This is an optimization exercise on Yosys and OpenROAD, whose aim is small area, not a production implementation. Function was checked by simulation only, so behaviour that the tests miss may differ from the original. Power is estimated from default activity; no workload was simulated. The flow treats the clock pin as an ideal source, which a real chip does not have.

$ cat design/flow/config.mk
export PLATFORM = sky130hd
export DESIGN_NAME = cache_system_2way
export DESIGN_NICKNAME = cache_system_2way
export VERILOG_FILES = /design/flow/design.v
export SDC_FILE = /design/flow/constraint.sdc
export NUM_CORES = 4
export LEC_CHECK = 0
export CAP_MARGIN = 0
export CORE_MARGIN = 2
export CORE_UTILIZATION = 80
export SLEW_MARGIN = 0
$ cat design/flow/constraint.sdc
create_clock -name core_clock -period 10.0 [get_ports {clk}]
set_input_delay 2.0000 -clock core_clock [delete_from_list [all_inputs] [get_ports {clk}]]
set_output_delay 2.0000 -clock core_clock [all_outputs]
set_load 0.01 [all_outputs]
$ cat design/flow/design.v
`timescale 1ns/1ps
module cache_system_2way (
    input             clk,
    input             rst,
    input      [10:0] addr,
    input             read,
    input      [31:0] mem_rdata,
    output     [31:0] read_data,
    output reg        l1_hit,
    output reg        l2_hit
);
    wire [2:0] tg2 = addr[10:8];     
    wire       b   = addr[7];        
    wire [2:0] s   = addr[6:4];      
    wire [3:0] i2  = addr[7:4];      
    reg [7:0]  m1, f1;               
    reg [15:0] m2, f2;               
    reg [95:0] pp;                   
    reg [2:0] t2 [0:31];             
    reg [15:0] lb;                   
    reg [15:0] lw;                   
    reg [15:0] lo;                   
    reg [2:0] ot [0:7];              
    wire m1s = m1[s];
    wire f1s = f1[s];
    wire m2s = m2[i2];
    wire f2s = f2[i2];
    wire [11:0] pg = pp[s*12 +: 12];
    wire [2:0]  og = pg[2:0] ^ pg[5:3] ^ pg[8:6] ^ pg[11:9] ^ 3'd4;
    wire [2:0] t2_0 = t2[{s, b, 1'b0}];
    wire [2:0] t2_1 = t2[{s, b, 1'b1}];
    wire tm0 = (t2_0 == tg2);
    wire tm1 = (t2_1 == tg2);
    wire h2_0 = f2s & tm0;
    wire h2_1 = (f2s | m2s) & tm1;
    wire hit2 = h2_0 | h2_1;
    wire otm = (ot[s] == tg2);
    wire lb0 = lb[{s, 1'b0}], lb1 = lb[{s, 1'b1}];
    wire lw0 = lw[{s, 1'b0}], lw1 = lw[{s, 1'b1}];
    wire lo0 = lo[{s, 1'b0}], lo1 = lo[{s, 1'b1}];
    wire h1_0 = f1s & (lb0 == b) & (lo0 ? otm : (lw0 ? tm1 : tm0));
    wire h1_1 = (f1s | m1s) & (lb1 == b) & (lo1 ? otm : (lw1 ? tm1 : tm0));
    wire hit1 = h1_0 | h1_1;
    wire v1 = ~m1s;                  
    wire v2 = ~m2s;                  
    wire u  = m1s;                   
    wire lo_h = h1_1 ? lo1 : lo0;
    wire lw_h = h1_1 ? lw1 : lw0;
    wire [2:0] slot_l1 = lo_h ? og : pg[{b, lw_h} * 3 +: 3];
    wire [2:0] slot_l2 = pg[{b, h2_1} * 3 +: 3];
    wire [2:0] slot_v  = pg[{b, v2} * 3 +: 3];
    wire lb_u = u ? lb1 : lb0;
    wire lw_u = u ? lw1 : lw0;
    wire lo_u = u ? lo1 : lo0;
    wire keep = (f1s | m1s) & ~lo_u & (lb_u == b) & (lw_u == v2);
    wire miss1 = read & ~hit1;
    wire miss2 = miss1 & ~hit2;
    wire [2:0] slot_w = keep ? og : slot_v;      
    reg [2:0] rg;                    
    reg [2:0] rk;                    
    always @(posedge clk or posedge rst) begin
        if (rst) begin
            m1 <= 8'd0;
            f1 <= 8'd0;
            m2 <= 16'd0;
            f2 <= 16'd0;
            pp <= {8{3'd3, 3'd2, 3'd1, 3'd0}};
            l1_hit <= 1'b0;
            l2_hit <= 1'b0;
            rg <= 3'd0;
            rk <= 3'd7;              
        end else if (read) begin
            l1_hit <= hit1;
            l2_hit <= ~hit1 & hit2;
            rg <= s;
            if (hit1) begin
                m1[s] <= h1_1;
                rk <= slot_l1;
            end else begin
                m1[s] <= v1;
                f1[s] <= f1s | m1s;
                if (hit2) begin
                    rk <= slot_l2;
                end else begin
                    rk <= slot_w;
                    m2[i2] <= v2;
                    f2[i2] <= f2s | m2s;
                    if (keep)
                        pp[{s, b, v2} * 3 +: 3] <= og;
                end
            end
        end
    end
    always @(posedge clk) begin
        if (miss1) begin
            lb[{s, v1}] <= b;
            lo[{s, v1}] <= 1'b0;
            lw[{s, v1}] <= hit2 ? h2_1 : v2;
        end
        if (miss2) begin
            t2[{s, b, v2}] <= tg2;
            if (keep) begin
                lo[{s, u}] <= 1'b1;
                ot[s] <= v2 ? t2_1 : t2_0;
            end
        end
    end
    reg [31:0] rd_or;
    wire [31:0] dq [0:39];
    integer n;
    always @(*) begin
        rd_or = 32'd0;
        for (n = 0; n < 40; n = n + 1)
            rd_or = rd_or | ({32{rg == n / 5 && rk == n % 5}} & dq[n]);
    end
    assign read_data = rd_or;
    genvar g, k;
    generate
        for (g = 0; g < 8; g = g + 1) begin : g_grp
            for (k = 0; k < 5; k = k + 1) begin : g_slot
                reg [31:0] q;
                assign dq[g * 5 + k] = q;
                always @(posedge clk)
                    if (miss2 && s == g && slot_w == k)
                        q <= mem_rdata;
            end
        end
    endgenerate
endmodule
$ cat design/flow/flow/run.sh
#!/bin/bash
# Own layout flow: the standard flow (standard.sh) with
#  * an area-oriented ABC script in the standard synthesis (flow/area.abc;
#    Yosys's abc command is wrapped so that only its -script argument changes,
#    registers are mapped by dfflibmap before ABC exactly as in standard.sh synth),
#  * clock tree options: no dummy loads, chosen clock buffers and clustering,
#  * a small buffer cell for the port buffers.
# Each tool's output goes to a log file in the work folder (make.log, and
# ORFS's per-step logs under orfs/logs/).
set -euo pipefail
W=$PWD
{
  echo "proc abc {args} {"
  echo "  set i [lsearch -exact \$args -script]"
  echo "  if {\$i >= 0} { lset args [expr {\$i + 1}] {$W/flow/area.abc} }"
  echo "  yosys abc {*}\$args"
  echo "}"
  cat "$W/synth_recipe.tcl"
} > "$W/flow_synth.tcl"

CTS="-sink_clustering_enable -repair_clock_nets -dont_use_dummy_load"
CTS="$CTS $(cat "$W/flow/cts_args.txt")"

bash "$W/standard.sh" \
  "SYNTH_SCRIPT=$W/flow_synth.tcl" \
  "CTS_ARGS=$CTS" \
  "BUFFER_PORTS_ARGS=-buffer_cell sky130_fd_sc_hd__buf_1" \
  "${FLOW_TARGET:-finish}" > "$W/make.log" 2>&1
$ cat design/flow/flow/area.abc
&get -n
&st
&syn2
&dch
&nf -R 1000 -p -F 8 -A 8
&put
topo
$ cat design/flow/flow/cts_args.txt
-sink_clustering_size 25 -sink_clustering_max_diameter 90 -buf_list {sky130_fd_sc_hd__clkbuf_16}
$ cat design/flow/standard.sh
#!/bin/bash
# synth_recipe.tcl (not shown) runs the flow's synth.tcl, then flattens the netlist and writes it again
# the make line also repeats each setting of config.mk as NAME=value (left out here)
make -C /OpenROAD-flow-scripts/flow DESIGN_CONFIG=/design/flow/config.mk WORK_HOME=/design/flow/orfs CLKGATE_MAP_FILE= SYNTH_SCRIPT=/design/flow/synth_recipe.tcl "${@:-finish}"
==> results.sh, run 1 <==
export IMPL_outcome="no timing/DRC/antenna violations"
export IMPL_pwr_share_clk_pct=24.2
export IMPL_cpPeakStageDelay_ns=1.08
export IMPL_crit_type="input pin to flip-flop"
export IMPL_p_seq_share_pct=59.1
export IMPL_clock_sinks=1600
export IMPL_yosysSeqAreaShare_pct=79.1
export IMPL_syn_to_final_growth_pct=7.89
export IMPL_die_area_mm2=0.0768
export IMPL_grt_pass1_vias=38100
export IMPL_final_hold_violation_count=0
export IMPL_p_switching_uw=3720
export IMPL_synth_seq_cells=1600
export IMPL_start_util_pct=80.5
export IMPL_final_setup_tns_ns=0
export IMPL_critPathTopFamily="simple AND/OR/NAND/NOR gates"
export IMPL_total_power_uw=13400
export IMPL_most_common_layout_cells="edfxtp_1, nand2_1, a222oi_1"
export IMPL_cts_tree="built"
export IMPL_ys_flop_type="edfxtp_1"
export IMPL_rrSetupSlack_ns=4.34
export IMPL_instances_no_fill=4724
export IMPL_synth_top_area_share_pct=72.1
export IMPL_postRouteAntennaNets=0
export IMPL_postSynth_asyncResetShare_pct=9.50
export IMPL_finalWirelength_mm=170
export IMPL_dp_hpwl_mm=96.7
export IMPL_setup_viol=0
export IMPL_crit_path_start="addr[4]"
export IMPL_crit_fanout=32
export IMPL_layout_commonest_cell="edfxtp_1"
export IMPL_io_pins=80
export IMPL_synthTopCellsByArea="edfxtp_1, dfrtp_1, a222oi_1"
export IMPL_grt_pass1_wl_mm=249
export IMPL_synth_cell_types=45
export IMPL_grt_antenna_before_repair=9
export IMPL_post_cts_resized=0
export IMPL_vias=38400
export IMPL_reg2regPathDepth=16
export IMPL_ctsHtreeMaxLevel=3
export IMPL_start_kind="input pin"
export IMPL_slowest_stage="nor2_4"
export IMPL_cp_num_cells=18
export IMPL_clk_latency_ns=0.68
export IMPL_vias_per_cell=8.12
export IMPL_finalNetCount=3819
export IMPL_yosysWarnings=1
export IMPL_gp_congestion=0.927
export IMPL_yosysTopAreaCell="edfxtp_1"
export IMPL_die_w_um=277
export IMPL_placed_area_mm2=0.0625
export IMPL_drt_iter0_drc=8690
export IMPL_pre_cts_slack_ns=1.21
export IMPL_swShare_pct=27.9
export IMPL_wire_per_inst_um=36.0
export IMPL_clock_skew_ns=0.0620
export IMPL_root_buffer="clkbuf_16"
export IMPL_multi_input_area_mm2=0.0128
export IMPL_final_period_utilization_pct=84.7
export IMPL_synthCells=3482
export IMPL_hold_class="flip-flop to flip-flop"
export IMPL_final_layout_size_suffix_gt1_share_pct=10.3
export IMPL_cts_buffers=73
export IMPL_rsz0062_at_grt="no"
export IMPL_coreArea_mm2=0.0741
export IMPL_drc_errors=0
export IMPL_worstPathRequired_ns=10.25
export IMPL_firstDrtPassIters=14
export IMPL_syn_num_nets=3547
export IMPL_worst_slew_pin_slew_ns=1.18
export IMPL_r2r_start="t2[0][1]"
export IMPL_portBuffers=75
export IMPL_netlist_area_mm2=0.0596
export IMPL_stdcell_area_mm2=0.0643
export IMPL_slew_headroom_pct=20.9
export IMPL_overflow=0
export IMPL_p_leak_uw=0.0205
export IMPL_r2r_end="g_grp[6].g_slot[0].q[3]"
export IMPL_critPathBufInv=2
export IMPL_die_h_um=277
export IMPL_synth_edf_count=1432
export IMPL_cts_hold_fix_buffers=0
export IMPL_crit_path_end_kind="flip-flop"
export IMPL_grt_usage_pct=45.0
export IMPL_seqCellArea_mm2=0.0472
export IMPL_ir_worst_vdd_mv=0.176
export IMPL_dp_cells=4648
export IMPL_crit_chain="clkbuf_4, clkinv_1, nand2_1, o21ai_0, nor3_1, nor2_1, a21oi_1, xor2_1, nor3_1, mux2i_1, nand2_1, o21ai_0, nor3b_1, a41oi_1, nand2_1, nor2_1, nand3_1, nor2_4"
export IMPL_clockBufferDepth=3
export IMPL_cp_endpoint="g_grp[6].g_slot[0].q[3]"
export IMPL_intPower_uw=9630
export IMPL_cts_setup_buffers=0
export IMPL_grt_max_degree=82
export IMPL_avgSynthCellArea_um2=17.1
export IMPL_rows=100
export IMPL_cpMostUsedCell="nand2_1"
export IMPL_p_comb_share_pct=16.7
export IMPL_p_per_area_mw_per_mm2=207
export IMPL_drv_slew=0
export IMPL_crit_arrival_ns=8.72
export IMPL_finalWorstSetupSlack_ns=1.53
export IMPL_max_freq_mhz=118
export IMPL_nFillCells=2950
export IMPL_max_cap_violations=0
export IMPL_min_period_ns=8.47
export IMPL_clkTransAtPathRegs_ns=0.09
## how the worst min path moves through the flow
stage                     start     to  slack, ns  cells after the start
after floorplan           lo[5]  lo[5]       0.43                      2
after global placement    lo[7]  lo[7]       0.44                      2
after detailed placement  lo[1]  lo[1]       0.45                      2
after CTS                 lo[1]  lo[1]       0.46                      2
after global routing      lo[2]  lo[2]       0.48                      2
final                     lo[1]  lo[1]       0.46                      2
## cells by family (layout without fill, tap and decap cells)
kind of cell / after synthesis / count (layout) / share of synthesized area (%)
muxes: 77 / 77 / 2.48
xor gates and xnor gates: 39 / 39 / 0.573
adders and majority gates: 19 / 19 / 0.399
AOI/OAI and AO/OA: 808 / 808 / 10.4
other: 0 / 3 / 0
and+or+nand+nor: 924 / 924 / 6.96
DFF: 1600 / 1600 / 79.1
buffers and inverters: 15 / 285 / 0.0944
## Yosys cell counts (all sizes together) (14+ instances only)
library cell,n
nand2b,19
a221oi,43
nor4,15
clkinv,15
dfstp,35
nor3,46
dfrtp,117
xor2,14
nor2,185
mux2,15
and3,23
nand3,92
o21ai,152
a22o,88
edfxtp,1432
a222oi,218
a21oi,81
a22oi,188
ha,19
xnor2,25
nand2,418
dfxtp,16
mux4,55
nand4,81
## power by group through the flow
stage	Combinational [µW]	Clock [µW]	Sequential, µW
after floorplan	1100	0	7960
after global placement	2010	0	7990
after detailed placement	2090	0	8020
after CTS	2120	3190	7880
after global routing	2300	3370	7920
final	2230	3230	7890
## layer usage
layer	up-vias	global-route usage, %	part of all wire (%)
met1	18300	57.8	30
met2	4206	70.0	46
met5	-	0	0.024
met3	902	11.5	16
met4	6	29.0	8.2
li1	15000	-	-
## worst reg2reg max path: stages, from the launching register on
cell	delay, ns
edfxtp_1	0.42
mux4_2	0.50
nor3_1	0.19
a21oi_1	0.07
nand2_1	0.13
a21oi_1	0.07
xor2_1	0.15
nor3_1	0.12
mux2i_1	0.15
nand2_1	0.06
o21ai_0	0.12
nor3b_1	0.15
a41oi_1	0.28
nand2_1	0.37
nor2_1	0.69
nand3_1	0.69
nor2_4	1.08
## final cells by class
cell class	instances	share of cell area, %
clock buffer	73	2.84
inverter	15	0.0953
multi-input combinational	1867	19.9
timing repair buffer	197	1.92
sequential	1600	73.3
tap	969	1.88
antenna	3	0.0117
## registers in the layout, summed over array words and instances (netlist names)
name and flops:
f1 8, f2 16, g_grp.g_slot.q 1280, l1_hit 1, l2_hit 1, lb 16
lo 16, lw 16, m1 8, m2 16, ot 24, pp 96
rg 3, rk 3, t2 96
## stage by stage
step / hold WS (ns) / utilization (%)
2_1_floorplan: 0.431 / -
3_3_place_gp: 0.440 / 84.4
3_5_place_dp: 0.452 / 84.4
4_1_cts: 0.464 / 86.9
5_1_grt: 0.485 / 86.9
6_report: 0.464 / 86.9
==> run 2: changes to the inputs <==
==> design/flow/flow/cts_args.txt (replaced) <==
-sink_clustering_size 30 -sink_clustering_max_diameter 100 -buf_list {sky130_fd_sc_hd__clkbuf_16}
==> results.sh, run 2 <==
export IMPL_outcome="no timing/DRC/antenna violations"
export IMPL_avgSynthCellArea_um2=17.1
export IMPL_yosysSeqAreaShare_pct=79.1
export IMPL_ys_flop_type="edfxtp_1"
export IMPL_crit_fanout=32
export IMPL_grt_use_met2_pct=70.0
export IMPL_multi_input_area_mm2=0.0128
export IMPL_rsz0062_at_grt="no"
export IMPL_p_comb_share_pct=17.1
export IMPL_crit_arrival_ns=8.76
export IMPL_r2r_start="t2[2][1]"
export IMPL_busiest_layer="met2"
export IMPL_root_buffer="clkbuf_16"
export IMPL_drc_errors=0
export IMPL_grt_pass1_wl_mm=244
export IMPL_p_leak_uw=0.0203
export IMPL_worst_slew_pin_slew_ns=1.21
export IMPL_synth_top_area_share_pct=72.1
export IMPL_use_met1_pct=56.9
export IMPL_reg_top3="g_grp.g_slot.q (1280), pp (96), t2 (96)"
export IMPL_ir_worst_vdd_mv=0.187
export IMPL_synthTopCellsByArea="edfxtp_1, dfrtp_1, a222oi_1"
export IMPL_p_switching_uw=3640
export IMPL_vias=37900
export IMPL_drv_slew=0
export IMPL_grt_usage_pct=44.0
export IMPL_drt_iter0_drc=8290
export IMPL_cts_hold_fix_buffers=0
export IMPL_wire_per_inst_um=35.4
export IMPL_most_common_layout_cells="edfxtp_1, nand2_1, a222oi_1"
export IMPL_top_register="g_grp.g_slot.q"
export IMPL_clock_sinks=1600
export IMPL_min_period_ns=8.50
export IMPL_synth_most_common_cell="edfxtp_1"
export IMPL_postRouteAntennaNets=0
export IMPL_layout_commonest_cell="edfxtp_1"
export IMPL_grt_pass1_vias=37700
export IMPL_slew_headroom_pct=19.1
export IMPL_seqCellArea_mm2=0.0472
export IMPL_rows=100
export IMPL_final_setup_tns_ns=0
export IMPL_slowest_stage="nor2_4"
export IMPL_final_layout_size_suffix_gt1_share_pct=10.0
export IMPL_cts_setup_buffers=0
export IMPL_finalNetCount=3805
export IMPL_final_period_utilization_pct=85.0
export IMPL_intPower_uw=9370
export IMPL_overflow=0
export IMPL_grt_met3_usage_pct=10.4
export IMPL_swShare_pct=28.0
export IMPL_grt_antenna_before_repair=4
export IMPL_cpPeakStageDelay_ns=1.07
export IMPL_critPathBufInv=2
export IMPL_crit_type="input pin to flip-flop"
export IMPL_netlist_area_mm2=0.0596
export IMPL_clockBufferDepth=3
export IMPL_cts_tree="built"
export IMPL_firstDrtPassIters=10
export IMPL_gp_congestion=0.927
export IMPL_crit_path_start="addr[4]"
export IMPL_cpMostUsedCell="nand2_1"
export IMPL_nFillCells=3064
export IMPL_max_cap_violations=0
export IMPL_hp_start="lo[6]"
export IMPL_stdcell_area_mm2=0.0640
export IMPL_clk_latency_ns=0.72
export IMPL_pwr_share_clk_pct=22.3
export IMPL_clock_skew_ns=0.0926
export IMPL_final_hold_violation_count=0
export IMPL_die_area_mm2=0.0768
export IMPL_synthCells=3482
export IMPL_netlist_top_cells_count="edfxtp_1, nand2_1, a222oi_1"
export IMPL_max_freq_mhz=118
export IMPL_largest_reg_flops=1280
export IMPL_worstPathRequired_ns=10.27
export IMPL_yosysTopAreaCell="edfxtp_1"
export IMPL_syn_num_nets=3547
export IMPL_placed_area_mm2=0.0625
export IMPL_start_kind="input pin"
export IMPL_die_w_um=277
export IMPL_p_seq_share_pct=60.7
export IMPL_synth_edf_count=1432
export IMPL_io_pins=80
export IMPL_cts_buffers=59
export IMPL_setup_viol=0
export IMPL_start_util_pct=80.5
export IMPL_fin_hold_ws_ns=0.470
export IMPL_crit_chain="clkbuf_4, clkinv_1, nand2_1, o21ai_0, nor3_1, nor2_1, a21oi_1, xor2_1, nor3_1, mux2i_1, nand2_1, o21ai_0, nor3b_1, a41oi_1, nand2_1, nor2_1, nand3_1, nor2_4"
export IMPL_syn_to_final_growth_pct=7.29
export IMPL_p_per_area_mw_per_mm2=203
export IMPL_dp_hpwl_mm=96.7
export IMPL_yosysWarnings=1
export IMPL_postSynth_asyncResetShare_pct=9.50
export IMPL_vias_per_cell=8.05
export IMPL_hold_class="flip-flop to flip-flop"
export IMPL_grt_max_degree=82
export IMPL_synth_cell_types=45
export IMPL_clkTransAtPathRegs_ns=0.11
export IMPL_post_cts_resized=0
export IMPL_finalWirelength_mm=167
export IMPL_portBuffers=75
export IMPL_synth_seq_cells=1600
export IMPL_critPathTopFamily="simple AND/OR/NAND/NOR gates"
export IMPL_crit_path_end_kind="flip-flop"
export IMPL_die_h_um=277
export IMPL_coreArea_mm2=0.0741
export IMPL_ctsHtreeMaxLevel=2
-- run 2: final cells by class --
| cell class | count | share of cell area [%] |
|---|---|---|
| Sequential cell | 1600 | 73.7 |
| Multi-Input combinational cell | 1867 | 20.1 |
| Antenna cell | 1 | 0.00391 |
| Timing Repair Buffer | 197 | 1.93 |
| Inverter | 15 | 0.0958 |
| Tap cell | 969 | 1.89 |
| Clock buffer | 59 | 2.31 |
-- run 2: kinds of logic after synthesis --
logic type	after synthesis	synth area share, %
simple gates	924	6.96
compound gates	808	10.4
fa+ha+maj	19	0.399
buf+inv	15	0.0944
flops	1600	79.1
mux	77	2.48
xor+xnor	39	0.573
-- run 2: stage by stage --
| stage | utilization, % | std cells | setup slack [ns] | total power [µW] |
|---|---|---|---|---|
| after floorplan | - | 3482 | 1.63 | 9060 |
| after global routing | 86.4 | 4708 | 1.25 | 13300 |
| final | 86.4 | 4708 | 1.50 | 13000 |
| after detailed placement | 84.4 | 4648 | 1.21 | 10100 |
| after CTS | 86.4 | 4707 | 1.78 | 12900 |
| after global placement | 84.4 | 4648 | 1.47 | 10000 |
-- run 2: tightest hold or removal path: stages, from the launching register on --
cell and delay, ns:
dfxtp_1 0.32, o21ai_0 0.07, nand2_1 0.05
-- run 2: per-layer routing --
metal / vias up / routed length, µm
li1: 14900 / -
met1: 18200 / 49500
met2: 4014 / 78500
met3: 798 / 25900
met4: 4 / 12800
met5: - / 29
-- run 2: worst paths after layout --
path / end / slack [ns] / cells after the start
min in group asynchronous: pp[12] / 1.44 / 2
hold / removal: lo[6] / 0.47 / 2
max in group asynchronous: m2[4] / 7.06 / 3
hold reg to reg: lo[6] / 0.47 / 2
setup / recovery: g_grp[6].g_slot[0].q[8] / 1.50 / 18
setup reg to reg: g_grp[6].g_slot[0].q[8] / 4.33 / 16
-- run 2: power groups by stage --
stage	combinational [µW]	sequential [µW]	clock [µW]
floorplan	1100	7960	0
global placement	2010	7990	0
detailed placement	2090	8020	0
CTS	2120	7880	2850
global route	2300	7920	3040
finish	2220	7890	2900
==> run 3: changes to the inputs <==
--- a/design/flow/design.v
+++ b/design/flow/design.v
@@ -16,5 +16,5 @@
     reg [7:0]  m1, f1;               
     reg [15:0] m2, f2;               
-    reg [95:0] pp;                   
+    reg [63:0] pc;                   
     reg [2:0] t2 [0:31];             
     reg [15:0] lb;                   
@@ -26,6 +26,19 @@
     wire m2s = m2[i2];
     wire f2s = f2[i2];
-    wire [11:0] pg = pp[s*12 +: 12];
-    wire [2:0]  og = pg[2:0] ^ pg[5:3] ^ pg[8:6] ^ pg[11:9] ^ 3'd4;
+    wire [7:0] pcs = pc[s*8 +: 8];
+    wire [2:0] og  = (pcs[2:0] > 3'd4) ? 3'd4 : pcs[2:0];
+    wire [1:0] r0  = pcs[4:3];
+    wire [1:0] a1c = (pcs[6:5] == 2'd3) ? 2'd2 : pcs[6:5];
+    wire [1:0] r1  = a1c + {1'b0, a1c >= r0};
+    wire [1:0] rlo = (r0 < r1) ? r0 : r1;
+    wire [1:0] rhi = (r0 < r1) ? r1 : r0;
+    wire [1:0] x1  = {1'b0, pcs[7]} + {1'b0, {1'b0, pcs[7]} >= rlo};
+    wire [1:0] r2  = x1 + {1'b0, x1 >= rhi};
+    wire [1:0] r3  = r0 ^ r1 ^ r2;
+    wire [2:0] p0  = {1'b0, r0} + {2'b0, {1'b0, r0} >= og};
+    wire [2:0] p1  = {1'b0, r1} + {2'b0, {1'b0, r1} >= og};
+    wire [2:0] p2  = {1'b0, r2} + {2'b0, {1'b0, r2} >= og};
+    wire [2:0] p3  = {1'b0, r3} + {2'b0, {1'b0, r3} >= og};
+    wire [11:0] pg = {p3, p2, p1, p0};
     wire [2:0] t2_0 = t2[{s, b, 1'b0}];
     wire [2:0] t2_1 = t2[{s, b, 1'b1}];
@@ -57,4 +70,15 @@
     wire miss2 = miss1 & ~hit2;
     wire [2:0] slot_w = keep ? og : slot_v;      
+    wire [1:0] ev = {b, v2};
+    wire [2:0] q0 = (ev == 2'd0) ? og : p0;
+    wire [2:0] q1 = (ev == 2'd1) ? og : p1;
+    wire [2:0] q2 = (ev == 2'd2) ? og : p2;
+    wire [2:0] q3 = (ev == 2'd3) ? og : p3;
+    wire [1:0] n0 = q0 - {2'b0, q0 > slot_v};
+    wire [1:0] n1 = q1 - {2'b0, q1 > slot_v};
+    wire [1:0] n2 = q2 - {2'b0, q2 > slot_v};
+    wire [1:0] c1 = n1 - {1'b0, n1 > n0};
+    wire [1:0] c2 = n2 - {1'b0, n2 > n0} - {1'b0, n2 > n1};
+    wire [7:0] pc_new = {c2[0], c1, n0, slot_v};
     reg [2:0] rg;                    
     reg [2:0] rk;                    
@@ -65,5 +89,5 @@
             m2 <= 16'd0;
             f2 <= 16'd0;
-            pp <= {8{3'd3, 3'd2, 3'd1, 3'd0}};
+            pc <= 64'd0;
             l1_hit <= 1'b0;
             l2_hit <= 1'b0;
@@ -87,5 +111,5 @@
                     f2[i2] <= f2s | m2s;
                     if (keep)
-                        pp[{s, b, v2} * 3 +: 3] <= og;
+                        pc[s*8 +: 8] <= pc_new;
                 end
             end
==> design/flow/flow/cts_args.txt (replaced) <==
-sink_clustering_size 25 -sink_clustering_max_diameter 90 -buf_list {sky130_fd_sc_hd__clkbuf_16}
==> results.sh, run 3 <==
export IMPL_worstPathRequired_ns=10.39
export IMPL_coreArea_mm2=0.0730
export IMPL_avgSynthCellArea_um2=17.4
export IMPL_ys_flop_type="edfxtp_1"
export IMPL_outcome="complete, but fails checks"
export IMPL_vias_per_cell=8.47
export IMPL_max_cap_violations=1
export IMPL_ir_worst_vdd_mv=0.730
export IMPL_crit_arrival_ns=10.49
export IMPL_layout_commonest_cell="edfxtp_1"
export IMPL_die_area_mm2=0.0758
export IMPL_slew_headroom_pct=-16.1
export IMPL_grt_pass1_wl_mm=272
export IMPL_die_w_um=275
export IMPL_overflow=0
export IMPL_clock_sinks=1568
export IMPL_fin_hold_ws_ns=0.487
export IMPL_synth_most_common_cell="edfxtp_1"
export IMPL_syn_num_nets=3492
export IMPL_worst_slew_pin_slew_ns=1.73
export IMPL_clock_skew_ns=0.124
export IMPL_intPower_uw=12600
export IMPL_gp_congestion=0.977
export IMPL_cts_hold_fix_buffers=0
export IMPL_crit_path_start="addr[4]"
export IMPL_pre_cts_slack_ns=-0.736
export IMPL_min_period_ns=10.11
export IMPL_top_register="g_grp.g_slot.q"
export IMPL_largest_reg_flops=1280
export IMPL_final_layout_size_suffix_gt1_share_pct=13.5
export IMPL_crit_fanout=18
export IMPL_instances_no_fill=4708
export IMPL_grt_antenna_before_repair=11
export IMPL_most_common_layout_cells="edfxtp_1, nand2_1, a222oi_1"
export IMPL_slowest_stage="nor2_4"
export IMPL_grt_max_degree=85
export IMPL_start_util_pct=80.8
export IMPL_netlist_area_mm2=0.0589
export IMPL_hold_class="flip-flop to flip-flop"
export IMPL_hp_start="lo[8]"
export IMPL_drt_iter0_drc=9681
export IMPL_netlist_top_cells_count="edfxtp_1, nand2_1, a222oi_1"
export IMPL_reg2regPathDepth=38
export IMPL_vias=39900
export IMPL_p_seq_share_pct=41.9
export IMPL_synth_edf_count=1432
export IMPL_start_kind="input pin"
export IMPL_finalWorstSetupSlack_ns=-0.105
export IMPL_rows=99
export IMPL_grt_usage_pct=51.2
export IMPL_drv_slew=29
export IMPL_setup_viol=91
export IMPL_yosysSeqAreaShare_pct=78.6
export IMPL_wire_per_inst_um=40.7
export IMPL_max_freq_mhz=99.0
export IMPL_root_buffer="clkbuf_16"
export IMPL_clkTransAtPathRegs_ns=0.09
export IMPL_clockBufferDepth=3
export IMPL_synth_seq_cells=1568
export IMPL_postSynth_asyncResetShare_pct=7.65
export IMPL_r2r_end="g_grp[0].g_slot[3].q[15]"
export IMPL_rrSetupSlack_ns=1.00
export IMPL_crit_path_end_kind="flip-flop"
export IMPL_crit_type="input pin to flip-flop"
export IMPL_synthCells=3394
export IMPL_p_leak_uw=0.0210
export IMPL_final_hold_violation_count=0
export IMPL_p_switching_uw=6940
export IMPL_swShare_pct=35.5
export IMPL_pwr_share_clk_pct=16.8
export IMPL_cts_buffers=73
export IMPL_synthTopCellsByArea="edfxtp_1, dfrtp_1, a222oi_1"
export IMPL_failed_checks="capacitance limit, slew limit, setup timing"
export IMPL_finalWirelength_mm=192
export IMPL_p_per_area_mw_per_mm2=301
export IMPL_firstDrtPassIters=13
export IMPL_final_period_utilization_pct=101
export IMPL_dp_cells=4620
export IMPL_finalNetCount=3845
export IMPL_ctsHtreeMaxLevel=3
export IMPL_synth_cell_types=49
export IMPL_portBuffers=75
export IMPL_r2r_start="pc[22]"
export IMPL_die_h_um=275
export IMPL_reg_top3="g_grp.g_slot.q (1280), t2 (96), pc (64)"
export IMPL_p_comb_share_pct=41.3
export IMPL_grt_pass1_vias=39000
export IMPL_clk_latency_ns=0.69
export IMPL_postRouteAntennaNets=0
export IMPL_cpPeakStageDelay_ns=0.67
export IMPL_synth_top_area_share_pct=73.0
export IMPL_cpMostUsedCell="ha_1"
export IMPL_yosysTopAreaCell="edfxtp_1"
export IMPL_io_pins=80
export IMPL_drc_errors=0
export IMPL_cp_endpoint="g_grp[0].g_slot[3].q[15]"
export IMPL_syn_to_final_growth_pct=10.4
export IMPL_yosysWarnings=1
export IMPL_cts_tree="built"
export IMPL_post_route_util_pct=89.1
export IMPL_dp_hpwl_mm=104
[run 3: cell types whose count changed after synthesis, sizes merged, moves of 17 or more]
| cell | previous run | this run |
|---|---|---|
| mux2i | 7 | 26 |
| clkinv | 15 | 44 |
| nand2 | 418 | 313 |
| ha | 19 | 52 |
| o21ai | 152 | 169 |
| dfstp | 35 | 3 |
| a21oi | 81 | 58 |
[run 3: layer usage]
metal,vias up,part of all wire (%),track usage [%]
met5,-,0.041,0.125
met3,1295,18,18.2
met1,18700,28,62.0
met4,12,10,37.5
li1,14900,-,-
met2,5038,44,77.1
[run 3: how the worst min path moves through the flow]
stage | to | slack, ns | cells past startpoint
final | lo[8] | 0.49 | 2
after global routing | lo[7] | 0.51 | 2
after CTS | lo[8] | 0.48 | 2
after detailed placement | lo[7] | 0.47 | 2
after global placement | lo[1] | 0.46 | 2
after floorplan | lo[5] | 0.44 | 2
[run 3: worst max-delay path, delay by kind of cell]
kind / cells / cell delay [ns]
xor+xnor: 4 / 1.08
compound gates: 7 / 1.30
buf+inv: 8 / 1.20
simple gates: 10 / 1.75
mux: 2 / 1.01
fa+ha+maj: 8 / 2.12
[run 3: power groups by stage]
stage / combinational, µW / sequential, µW / clock (µW)
detailed placement: 6180 / 8280 / 0
floorplan: 3290 / 8190 / 0
global placement: 5960 / 8220 / 0
finish: 8100 / 8200 / 3280
CTS: 6680 / 8170 / 3220
global route: 8350 / 8230 / 3400
[run 3: logic make-up after synthesis]
family / count (synthesis) / share of synthesized area [%]
buffers and inverters: 44 / 0.280
adders and majority gates: 54 / 1.14
AOI/OAI and AO/OA: 805 / 10.6
muxes: 94 / 2.75
DFF: 1568 / 78.6
xor gates and xnor gates: 33 / 0.491
and+or+nand+nor: 796 / 6.16
[run 3: final cells by class]
type,count,area [µm²]
Fill cell,2433,7920
Sequential cell,1568,46300
Timing Repair Buffer,278,2340
Multi-Input combinational cell,1782,13200
Tap cell,959,1200
Inverter,44,171
Antenna cell,4,10.0
Clock buffer,73,1830
[run 3: what timing repair did]
item / CTS / global route
endpoints found under the setup margin: 10 / 465
gates resized for setup: 15 / 53
pin swaps: 9 / 27
setup buffers: 9 / 3
[run 3: stage by stage]
stage | area [µm²] | TNS (ns) | total power (µW)
2_1_floorplan | 59100 | 0 | 11500
3_3_place_gp | 62800 | -10.95 | 14200
3_5_place_dp | 62800 | -62.58 | 14500
4_1_cts | 64800 | 0 | 18100
5_1_grt | 65000 | -39.42 | 20000
6_report | 65000 | -3.88 | 19600
==> run 4: changes to the inputs <==
==> design/flow/flow/area.abc (replaced) <==
&get -n
&st
&dc2
&syn3
&dch
&nf -R 1000 -p -F 8 -A 8
&put
&get -n
&st
&dc2
&syn3
&dch
&nf -R 1000 -p -F 8 -A 8
&put
topo
--- a/design/flow/config.mk
+++ b/design/flow/config.mk
@@ -9,3 +9,4 @@
 export CORE_MARGIN = 2
 export CORE_UTILIZATION = 80
+export PLACE_DENSITY = 0.85
 export SLEW_MARGIN = 0
==> results.sh, run 4 <==
export IMPL_yosysWarnings=1
export IMPL_synthCells=3397
export IMPL_synth_top_area_share_pct=73.4
export IMPL_syn_num_nets=3495
export IMPL_clock_sinks=1568
export IMPL_cts_hold_fix_buffers=0
export IMPL_stop_stage="clock tree synthesis"
export IMPL_die_w_um=275
export IMPL_outcome="stopped before the end"
export IMPL_die_h_um=275
export IMPL_cts_buffers=73
export IMPL_error="[ERROR DPL-0033] detailed placement checks failed during check placement."
export IMPL_start_util_pct=80.6
export IMPL_clockBufferDepth=3
export IMPL_rows=99
export IMPL_post_cts_resized=65
export IMPL_synth_most_common_cell="edfxtp_1"
export IMPL_ctsHtreeMaxLevel=3
export IMPL_placed_area_mm2=0.0635
export IMPL_gp_congestion=0.967
export IMPL_netlist_area_mm2=0.0586
export IMPL_synthTopCellsByArea="edfxtp_1, dfrtp_1, a222oi_1"
export IMPL_netlist_top_cells_count="edfxtp_1, nand2_1, a222oi_1"
export IMPL_avgSynthCellArea_um2=17.2
export IMPL_synth_seq_cells=1568
export IMPL_synth_cell_types=51
export IMPL_dp_hpwl_mm=119
export IMPL_yosysTopAreaCell="edfxtp_1"
export IMPL_cts_setup_buffers=13
export IMPL_postSynth_asyncResetShare_pct=7.65
export IMPL_yosysSeqAreaShare_pct=79.1
export IMPL_io_pins=80
export IMPL_pre_cts_slack_ns=-0.988
export IMPL_root_buffer="clkbuf_16"
export IMPL_ys_flop_type="edfxtp_1"
export IMPL_portBuffers=75
export IMPL_synth_edf_count=1432
run 4: cell families after synthesis:
family | Yosys count | share of synthesized area [%]
AOI/OAI and AO/OA | 807 | 11.1
xor gates and xnor gates | 32 | 0.478
adders and majority gates | 54 | 1.14
buffers and inverters | 36 | 0.231
DFF | 1568 | 79.1
muxes | 81 | 1.54
and+or+nand+nor | 819 | 6.47
run 4: how the worst max path moves through the flow:
stage | from | endpoint | slack (ns) | depth (start not counted)
2_1_floorplan | addr[5] | pc[15] | 0.02 | 47
3_3_place_gp | addr[6] | pc[15] | -0.61 | 50
3_5_place_dp | addr[6] | pc[15] | -0.99 | 50
run 4: per-stage QoR:
stage / TNS (ns) / power [µW] / instances
2_1_floorplan: 0 / 12800 / 3397
3_5_place_dp: -77.06 / 15900 / 4688
3_3_place_gp: -5.12 / 15400 / 4688
run 4: power groups by stage:
stage          clock [µW]  sequential [µW]  combinational [µW]
3_3_place_gp            0             8440                7010
2_1_floorplan           0             8390                4420
3_5_place_dp            0             8550                7320

## afterwards: timing with drivers on the ports
Ports are ideal in the flow. The routed layouts listed here were re-timed in OpenROAD.
Step 1 (the two cells are an assumption about what drives the block):
set clk [get_ports {clk}]
set_driving_cell -lib_cell sky130_fd_sc_hd__clkbuf_16 $clk
set_driving_cell -lib_cell sky130_fd_sc_hd__buf_2 [delete_from_list [all_inputs] $clk]
Step 2 adds t to the input delays and takes it off the output delays; t is the mean of the earliest and latest rising clock arrival at the registers after step 1. Input paths then give back, and output paths get back, about the clock's delay inside the block.
Slacks: ideal ports / drivers / drivers and shift; pairs: ideal ports / drivers.
| run | t, ns | setup slack, ns | hold WS [ns] | clock arrival spread, ns | slew at the worst register clock pin (ns) |
|---|---|---|---|---|---|
| run 1 | 0.720 | 1.534 / 1.577 / 0.857 | 0.464 / 0.464 / 0.464 | 0.062 / 0.062 | 0.10 / 0.10 |
| run 2 | 0.738 | 1.503 / 1.545 / 0.807 | 0.470 / 0.470 / 0.470 | 0.093 / 0.092 | 0.12 / 0.12 |
| run 3 | 0.698 | -0.105 / -0.102 / -0.800 | 0.487 / 0.487 / 0.487 | 0.124 / 0.124 | 0.11 / 0.11 |
For run 2, which loses most, drivers alone change the setup slack by +0.042 ns; drivers and shift together by -0.696 ns.
